Background: an optimization exercise with open tools, aiming at small area, a short achievable clock period and few clock cycles. Do not read the settings as production practice. Where RTL was checked, it was by simulation tests only, not by an equivalence proof against the original.

==> trial 11 <==
// mvm_top
module mvm_top (
    input  clk,
    input  rst,
    input  [63:0] i_vec_wdata,
    input  [2:0]  i_vec_waddr,
    input  i_vec_wen,
    input  [63:0] i_mat_wdata,
    input  [3:0]  i_mat_waddr,
    input  [1:0]  i_mat_wen,
    input  i_start,
    input  [2:0]  i_vec_start_addr,
    input  [3:0]  i_vec_num_words,
    input  [3:0]  i_mat_start_addr,
    input  [4:0]  i_mat_num_rows_per_olane,
    output o_busy,
    output [63:0] o_result,
    output o_valid
);
mvm u_mvm (
    .clk(clk),
    .rst(rst),
    .i_vec_wdata(i_vec_wdata),
    .i_vec_waddr(i_vec_waddr),
    .i_vec_wen(i_vec_wen),
    .i_mat_wdata(i_mat_wdata),
    .i_mat_waddr(i_mat_waddr),
    .i_mat_wen(i_mat_wen),
    .i_start(i_start),
    .i_vec_start_addr(i_vec_start_addr),
    .i_vec_num_words(i_vec_num_words),
    .i_mat_start_addr(i_mat_start_addr),
    .i_mat_num_rows_per_olane(i_mat_num_rows_per_olane),
    .o_busy(o_busy),
    .o_result(o_result),
  ...
==> module mvm, before the edit <==
module mvm (
    input  clk,
    input  rst,
    input  [63:0] i_vec_wdata,
    input  [2:0]  i_vec_waddr,
    input  i_vec_wen,
    input  [63:0] i_mat_wdata,
    input  [3:0]  i_mat_waddr,
    input  [1:0]  i_mat_wen,
    input  i_start,
    input  [2:0]  i_vec_start_addr,
    input  [3:0]  i_vec_num_words,
    input  [3:0]  i_mat_start_addr,
    input  [4:0]  i_mat_num_rows_per_olane,
    output o_busy,
    output [63:0] o_result,
    output o_valid
);
localparam NL = 2;
logic       g_valid, g_first, g_last, psel, mask0, mask1;
logic [1:0] vrow0, vrow1;
logic [2:0] mrow0, mrow1;
ctrl controller (
    .clk(clk),
    .rst(rst),
    .start(i_start),
    .vec_start_addr(i_vec_start_addr),
    .vec_num_words(i_vec_num_words),
    .mat_start_addr(i_mat_start_addr),
    .mat_num_rows_per_olane(i_mat_num_rows_per_olane),
    .g_valid(g_valid),
    .g_first(g_first),
    .g_last(g_last),
    .vrow0(vrow0),
    .vrow1(vrow1),
    .mrow0(mrow0),
    .mrow1(mrow1),
    .psel(psel),
    .mask0(mask0),
    .mask1(mask1),
    .busy(o_busy)
);
logic [63:0] vb0, vb1;
logic [NL-1:0][63:0] mb0, mb1;
mem #(.DATAW(64), .DEPTH(8)) vec_memory (
    .clk(clk),
    .wdata(i_vec_wdata),
    .waddr(i_vec_waddr),
    .wen(i_vec_wen),
    .raddr0(vrow0),
    .raddr1(vrow1),
    .rdata0(vb0),
    .rdata1(vb1)
);
logic valid1, valid2, valid3, first1, first2, first3, last1, last2, last3;
logic out4, out5;
logic [63:0] w_v0, w_v1;
logic [NL-1:0][63:0] w_m0, w_m1;
logic [NL-1:0][21:0] res;
always_ff @(posedge clk) begin
    w_v0 <= (psel ? vb1 : vb0) & {64{!mask0}};
    w_v1 <= (psel ? vb0 : vb1) & {64{!mask1}};
end
genvar i;
generate
    for (i = 0; i < NL; i++) begin : lane
        logic [131:0] rows;
        mem #(.DATAW(64), .DEPTH(16)) mat_memory (
            .clk(clk),
            .wdata(i_mat_wdata),
            .waddr(i_mat_waddr),
            .wen(i_mat_wen[i]),
            .raddr0(mrow0),
            .raddr1(mrow1),
            .rdata0(mb0[i]),
            .rdata1(mb1[i])
        );
        always_ff @(posedge clk) begin
            w_m0[i] <= mb0[i];
            w_m1[i] <= mb1[i];
        end
        dot8 dot_unit (
            .clk(clk),
            .m0(w_m0[i]),
            .m1(w_m1[i]),
            .v0(w_v0),
            .v1(w_v1),
            .rows(rows)
        );
        accum accumulator (
            .clk(clk),
            .rows(rows),
            .first(first3),
            .result(res[i])
        );
        assign o_result[32*i +: 32] = {{10{res[i][21]}}, res[i]};
    end
endgenerate
always_ff @(posedge clk) begin
    first1 <= g_first;
    first2 <= first1;
    first3 <= first2;
    last1 <= g_last;
    last2 <= last1;
    last3 <= last2;
    if (rst) begin
        valid1 <= 1'b0;
        valid2 <= 1'b0;
        valid3 <= 1'b0;
        out4 <= 1'b0;
        out5 <= 1'b0;
    end else begin
        valid1 <= g_valid;
        valid2 <= valid1;
        valid3 <= valid2;
        out4 <= valid3 && last3;
        out5 <= out4;
    end
end
assign o_valid = out5;
endmodule
make LEC_CHECK=0 CAP_MARGIN=20 CORE_MARGIN=2 CORE_UTILIZATION=60 CTS_CLUSTER_SIZE=30 SLEW_MARGIN=20 SYNTH_HIERARCHICAL=1 SYNTH_MINIMUM_KEEP_SIZE=0 finish   # period 5.3 ns
run.sh (not shown) runs the stock make flow with config.mk's settings and CLKGATE_MAP_FILE= SYNTH_SCRIPT=/design/flow/synth_recipe.tcl, a recipe that flattens the netlist after the stock synthesis.
==> inputs of build 17, as changes to trial 11 <==
--- a/flow/design.v
+++ b/flow/design.v
@@ -3857,8 +3857,12 @@
     .rdata0(vb0),
     .rdata1(vb1)
 );
-logic valid1, valid2, valid3, first1, first2, first3, last1, last2, last3;
-logic out4, out5;
+localparam TREE_STAGES = 2;
+localparam ROWW = 132;                
+localparam TD = TREE_STAGES + 1;      
+logic [TD:1] valid_d, first_d, last_d;
+logic out_a, out_b;
+wire  first_t = first_d[TD];
 logic [63:0] w_v0, w_v1;
 logic [NL-1:0][63:0] w_m0, w_m1;
 logic [NL-1:0][21:0] res;
@@ -3869,7 +3873,7 @@
 genvar i;
 generate
     for (i = 0; i < NL; i++) begin : lane
-        logic [131:0] rows;
+        logic [ROWW-1:0] rows;
         mem #(.DATAW(64), .DEPTH(16)) mat_memory (
             .clk(clk),
             .wdata(i_mat_wdata),
@@ -3895,34 +3899,26 @@
         accum accumulator (
             .clk(clk),
             .rows(rows),
-            .first(first3),
+            .first(first_t),
             .result(res[i])
         );
         assign o_result[32*i +: 32] = {{10{res[i][21]}}, res[i]};
     end
 endgenerate
 always_ff @(posedge clk) begin
-    first1 <= g_first;
-    first2 <= first1;
-    first3 <= first2;
-    last1 <= g_last;
-    last2 <= last1;
-    last3 <= last2;
+    first_d <= {first_d[TD-1:1], g_first};
+    last_d <= {last_d[TD-1:1], g_last};
     if (rst) begin
-        valid1 <= 1'b0;
-        valid2 <= 1'b0;
-        valid3 <= 1'b0;
-        out4 <= 1'b0;
-        out5 <= 1'b0;
+        valid_d <= '0;
+        out_a <= 1'b0;
+        out_b <= 1'b0;
     end else begin
-        valid1 <= g_valid;
-        valid2 <= valid1;
-        valid3 <= valid2;
-        out4 <= valid3 && last3;
-        out5 <= out4;
+        valid_d <= {valid_d[TD-1:1], g_valid};
+        out_a <= valid_d[TD] && last_d[TD];    
+        out_b <= out_a;                        
     end
 end
-assign o_valid = out5;
+assign o_valid = out_b;
 endmodule
 module mvm_top (
     input  clk,
--- a/flow/config.mk
+++ b/flow/config.mk
@@ -7,8 +7,8 @@
 export LEC_CHECK = 0
 export CAP_MARGIN = 20
 export CORE_MARGIN = 2
-export CORE_UTILIZATION = 60
-export CTS_CLUSTER_SIZE = 30
+export CORE_UTILIZATION = 40
+export SETUP_SLACK_MARGIN = 2.3
 export SLEW_MARGIN = 20
 export SYNTH_HIERARCHICAL = 1
 export SYNTH_MINIMUM_KEEP_SIZE = 0
==> metrics.cfg <==
[status]
outcome=no timing/DRC/antenna violations

[die]
tap-cell-count=5757

[critical_path]
worst_r2r_path_depth=6
critical-path-max-stage-delay_ps=750

[timing]
final.hold.worst_slack_ps=324
fin_skew_ps=106

[finish]
multiInputGateArea_sq_um=74800

[global_routing]
grt_antenna_before_repair=76
globalRouteMet2Util_pct=42.0

the above is filed under build 17

==> metrics.cfg <==
[global_routing]
grt_antenna_before_repair=111
global_route_wire_length_before_repair_microns=764000

[timing]
final.hold.worst_slack_ps=327

[die]
core_region_area_sq_um=291000

[finish]
multiInputGateArea_sq_um=73300

[critical_path]
critical-path-max-stage-delay_ps=1200
timing.critical_path.from=u_mvm.w_v1[47]

[status]
outcome=no timing/DRC/antenna violations

the above is filed under trial 11

No run of this note included a check of the RTL's function; only the layout flow was run.

---

==> inputs of run a <==
Another version of the RTL of mvm_top (not shown whole).
==> flow/design.v (excerpt) <==
module mvm_top (
    input  clk,
    input  rst,
    input  [63:0] i_vec_wdata,
    input  [2:0]  i_vec_waddr,
    input  i_vec_wen,
    input  [63:0] i_mat_wdata,
    input  [3:0]  i_mat_waddr,
    input  [1:0]  i_mat_wen,
    input  i_start,
    input  [2:0]  i_vec_start_addr,
    input  [3:0]  i_vec_num_words,
    input  [3:0]  i_mat_start_addr,
    input  [4:0]  i_mat_num_rows_per_olane,
    output o_busy,
    output [63:0] o_result,
    output o_valid
);
mvm u_mvm (
    .clk(clk),
    .rst(rst),
    .i_vec_wdata(i_vec_wdata),
    .i_vec_waddr(i_vec_waddr),
    .i_vec_wen(i_vec_wen),
    .i_mat_wdata(i_mat_wdata),
    .i_mat_waddr(i_mat_waddr),
    .i_mat_wen(i_mat_wen),
    .i_start(i_start),
    .i_vec_start_addr(i_vec_start_addr),
    .i_vec_num_words(i_vec_num_words),
    .i_mat_start_addr(i_mat_start_addr),
    .i_mat_num_rows_per_olane(i_mat_num_rows_per_olane),
    .o_busy(o_busy),
    .o_result(o_result),
    .o_valid(o_valid)
);
endmodule
Settings: LEC_CHECK=0, CAP_MARGIN=20, CORE_MARGIN=2, CORE_UTILIZATION=40, CTS_CLUSTER_DIAMETER=100, CTS_CLUSTER_SIZE=24, SETUP_SLACK_MARGIN=2.9, SLEW_MARGIN=20, SYNTH_HIERARCHICAL=1, SYNTH_MINIMUM_KEEP_SIZE=0; clock period 5.3 ns.
==> run b (differences from run a) <==
--- a/flow/design.v
+++ b/flow/design.v
@@ -30,15 +30,15 @@
     end
 end
 endmodule
 module dot8 (
     input  clk,
     input  [63:0] m0,
     input  [63:0] m1,
-    input  [63:0] v0,        
+    input  [63:0] v0,
     input  [63:0] v1,
     output [109:0] rows
 );
 wire t1 = ~(wm0[0] & wv0[0]);
 wire t2 = ~(wm0[8] & wv0[8]);
 wire t3 = ~(wm0[16] & wv0[16]);
 wire t4 = ~(wm0[24] & wv0[24]);
@@ -3483,20 +3483,20 @@
 logic rc_c15_1;
 logic rc_c16_0;
 logic rc_c16_1;
 logic rc_c16_2;
 logic rc_c17_0;
 logic rc_c18_0;
 logic rc_c18_1;
-logic [63:0] wm0, wm1;
-wire  [63:0] wv0 = v0;
-wire  [63:0] wv1 = v1;
+logic [63:0] wm0, wm1, wv0, wv1;
 always_ff @(posedge clk) begin
     wm0 <= m0;
     wm1 <= m1;
+    wv0 <= v0;
+    wv1 <= v1;
     ra_c0_0 <= s1697;
     ra_c0_1 <= s1699;
     ra_c1_0 <= s2145;
     ra_c1_1 <= s2147;
     ra_c1_2 <= s2149;
     ra_c2_0 <= c2146;
     ra_c2_1 <= c2148;
@@ -4329,18 +4329,16 @@
 localparam TD = TREE_STAGES + 1;      
 logic [TD:1] valid_d, first_d, last_d;
 logic out_a, out_b;
 wire  first_t = first_d[TD-1];       
 logic [63:0] p_v0, p_v1;
 logic [NL-1:0][21:0] res;
 logic [NL-1:0][9:0]  sext;
-always_ff @(posedge clk) begin
-    p_v0 <= (psel ? vb1 : vb0) & {64{!mask0}};
-    p_v1 <= (psel ? vb0 : vb1) & {64{!mask1}};
-end
+assign p_v0 = (psel ? vb1 : vb0) & {64{!mask0}};
+assign p_v1 = (psel ? vb0 : vb1) & {64{!mask1}};
 genvar i;
 generate
     for (i = 0; i < NL; i++) begin : lane
         logic [ROWW-1:0] rows;
         mem #(.DATAW(64), .DEPTH(16)) mat_memory (
             .clk(clk),
             .wdata(wr_mdata),
--- a/flow/config.mk
+++ b/flow/config.mk
@@ -6,11 +6,12 @@
 export NUM_CORES = 4
 export LEC_CHECK = 0
 export CAP_MARGIN = 20
 export CORE_MARGIN = 2
 export CORE_UTILIZATION = 40
 export CTS_CLUSTER_DIAMETER = 100
 export CTS_CLUSTER_SIZE = 24
+export PLACE_DENSITY = 0.75
 export SETUP_SLACK_MARGIN = 2.9
 export SLEW_MARGIN = 20
 export SYNTH_HIERARCHICAL = 1
 export SYNTH_MINIMUM_KEEP_SIZE = 0
==> impl_metrics.json <==
{
  "drt_iter0_drc": 15816,
  "cts_inserted_buffers": 218,
  "min_from": "u_mvm.lane[0].dot_unit.rb_c11_9$_DFF_P_",
  "status": "no timing/DRC/antenna violations",
  "design.seq.count": 4390,
  "cp_data_arrival_time_ps": 3490,
  "rrSetupSlack_ps": 2720
}
The numbers above come from run b.

==> impl_metrics.json <==
{
  "status": "no timing/DRC/antenna violations",
  "min_from": "u_mvm.lane[0].dot_unit.ra_c10_30$_DFF_P_",
  "drt_iter0_drc": 15534,
  "cts_inserted_buffers": 215,
  "rrSetupSlack_ps": 2720,
  "design.seq.count": 4262
}
The numbers above come from run a.

Testbench counts of run b, summed over its fixed seeds: cycles 13,267.
Function not checked in run a: the RTL went through the layout flow alone.

---

==> wip/garnet <==
mvm_top, a different RTL version from the one above (not shown whole).
Settings: LEC_CHECK=0, CAP_MARGIN=20, CORE_MARGIN=2, CORE_UTILIZATION=40, CTS_CLUSTER_DIAMETER=100, CTS_CLUSTER_SIZE=24, SETUP_SLACK_MARGIN=2.6, SLEW_MARGIN=20, SYNTH_HIERARCHICAL=1, SYNTH_MINIMUM_KEEP_SIZE=0; clock period 5.3 ns.
==> inputs of wip/willow, as changes to wip/garnet <==
--- a/flow/design.v
+++ b/flow/design.v
@@ -3971,18 +3971,20 @@
 assign s = a ^ b ^ c;
 assign co = (a & b) | (a & c) | (b & c);
 endmodule
 module accum (
     input  clk,
     input  [109:0] rows,
     input  first_in,      
-    output logic [21:0] result
+    output logic [21:0] result,
+    output [31-22:0] sext           
 );
 logic [21:0] acc_s, acc_c;
 logic first;
+wire  [21:0] sum = ~(acc_s + acc_c + 22'd1);
 wire s2985 = ~(rows[11] ^ rows[33]);
 wire c2986 = rows[11] | rows[33];
 wire s2987 = ~(rows[7] ^ rows[29]);
 wire c2988 = rows[7] | rows[29];
 wire s2989 = ~(rows[8] ^ rows[30]);
 wire c2990 = rows[8] | rows[30];
 wire s2991, c2992;
@@ -4101,16 +4103,30 @@
 fa u_s3103 (.a(c3058), .b(s3059), .c((acc_c[20] | first)), .s(s3103), .co(c3104));
 wire s3105, c3106;
 fa u_s3105 (.a(c3060), .b(s3061), .c((acc_c[21] | first)), .s(s3105), .co(c3106));
 always_ff @(posedge clk) begin
     first <= first_in;
     acc_s <= {c3104, c3102, c3100, c3098, c3096, c3094, c3092, c3090, c3088, c3086, c3084, c3082, c3080, c3078, c3076, c3074, c3072, c3070, c3068, c3066, c3064, s3063};
     acc_c <= {s3105, s3103, s3101, s3099, s3097, s3095, s3093, s3091, s3089, s3087, s3085, s3083, s3081, s3079, s3077, s3075, s3073, s3071, s3069, s3067, s3065, (acc_c[0] | first)};
-    result <= ~(acc_s + acc_c + 22'd1);
+    result <= sum;
 end
+genvar k;
+generate
+    for (k = 0; k < 32-22; k++) begin : sx
+        sreg u_sreg (.clk(clk), .d(sum[21]), .q(sext[k]));
+    end
+endgenerate
+endmodule
+module sreg (
+    input  clk,
+    input  d,
+    output logic q
+);
+always_ff @(posedge clk)
+    q <= d;
 endmodule
 module ctrl (
     input  clk,
     input  rst,
     input  start,
     input  [2:0] vec_start_addr,
     input  [3:0] vec_num_words,
@@ -4280,14 +4296,15 @@
 localparam ROWW = 110;                
 localparam TD = TREE_STAGES + 1;      
 logic [TD:1] valid_d, first_d, last_d;
 logic out_a, out_b;
 wire  first_t = first_d[TD-1];       
 logic [63:0] p_v0, p_v1;
 logic [NL-1:0][21:0] res;
+logic [NL-1:0][9:0]  sext;
 assign p_v0 = (psel ? vb1 : vb0) & {64{!mask0}};
 assign p_v1 = (psel ? vb0 : vb1) & {64{!mask1}};
 genvar i;
 generate
     for (i = 0; i < NL; i++) begin : lane
         logic [ROWW-1:0] rows;
         mem #(.DATAW(64), .DEPTH(16)) mat_memory (
@@ -4307,17 +4324,18 @@
             .v1(p_v1),
             .rows(rows)
         );
         accum accumulator (
             .clk(clk),
             .rows(rows),
             .first_in(first_t),
-            .result(res[i])
+            .result(res[i]),
+            .sext(sext[i])
         );
-        assign o_result[32*i +: 32] = {{10{res[i][21]}}, res[i]};
+        assign o_result[32*i +: 32] = {sext[i], res[i]};
     end
 endgenerate
 always_ff @(posedge clk) begin
     first_d <= {first_d[TD-1:1], g_first};
     last_d <= {last_d[TD-1:1], g_last};
     if (rst) begin
         valid_d <= '0;
SETUP_SLACK_MARGIN = 3.1   (was 2.6)
==> qor summary <==
item                                                                wip/garnet                      wip/willow
Outcome                                                complete, no violations         complete, no violations
Number of cells on the critical path                                         4                               5
Count of nets after finishing                                            13997                           14302
Non-clk buf share                                                        1.82%                           3.41%
Wire length on met1                                                  242000 um                       242000 um
Number of signal-net buffers in the layout                                 387                             663
Logic inverters                                                            113                             115
Diodes inserted                                                             51                              84
Number of clock sinks                                                     4368                            4388
Met3 Usage GRT                                                           8.05%                           7.66%
Amount of wire on met3 after detailed routing                         75200 um                        75400 um
Fraction of area in multi-input gates                                    33.9%                           34.8%
Worst reg2reg path endpoint                    u_mvm.lane[0].dot_unit.ra_c6_19  u_mvm.lane[1].dot_unit.ra_c2_5
Final non-filler cell area                                         0.200 sq mm                     0.212 sq mm
Testbench counts of wip/willow, summed over its fixed seeds: cycles 13,267.
Function not checked in wip/garnet: the RTL went through the layout flow alone.

-- afterwards: timing with drivers on the ports --
No port has a modelled driver above. Below, the same layouts with a new extraction and two added sets of constraints. Step 1, drivers: a clkbuf_16 drives clk and a buf_2 each remaining input, both assumed. Step 2 times the ports against the registers' clock, not the clock port: input delays grow and output delays shrink by t, the midpoint of the rising clock arrivals with the driver on. Slacks: ideal ports / drivers / drivers and shift; pairs: ideal ports / drivers.
run	t (ns)	setup WS [ns]	clock arrival spread, ns	worst register clock-pin slew, ns
trial 11	1.062	1.312 / 1.312 / 1.312	0.106 / 0.106	0.09 / 0.09
build 17	1.099	2.092 / 2.092 / 1.448	0.108 / 0.108	0.08 / 0.08
run a	1.085	2.721 / 2.700 / 2.159	0.112 / 0.112	0.11 / 0.11
run b	1.107	2.715 / 2.628 / 2.458	0.134 / 0.134	0.11 / 0.11
wip/garnet	1.088	2.494 / 2.494 / 1.978	0.148 / 0.147	0.11 / 0.11
wip/willow	1.102	2.684 / 2.675 / 1.998	0.136 / 0.136	0.11 / 0.11
After both steps setup and hold are still met in every run listed. For wip/willow, which loses most, drivers alone change the setup slack by -0.009 ns; drivers and shift together by -0.686 ns.
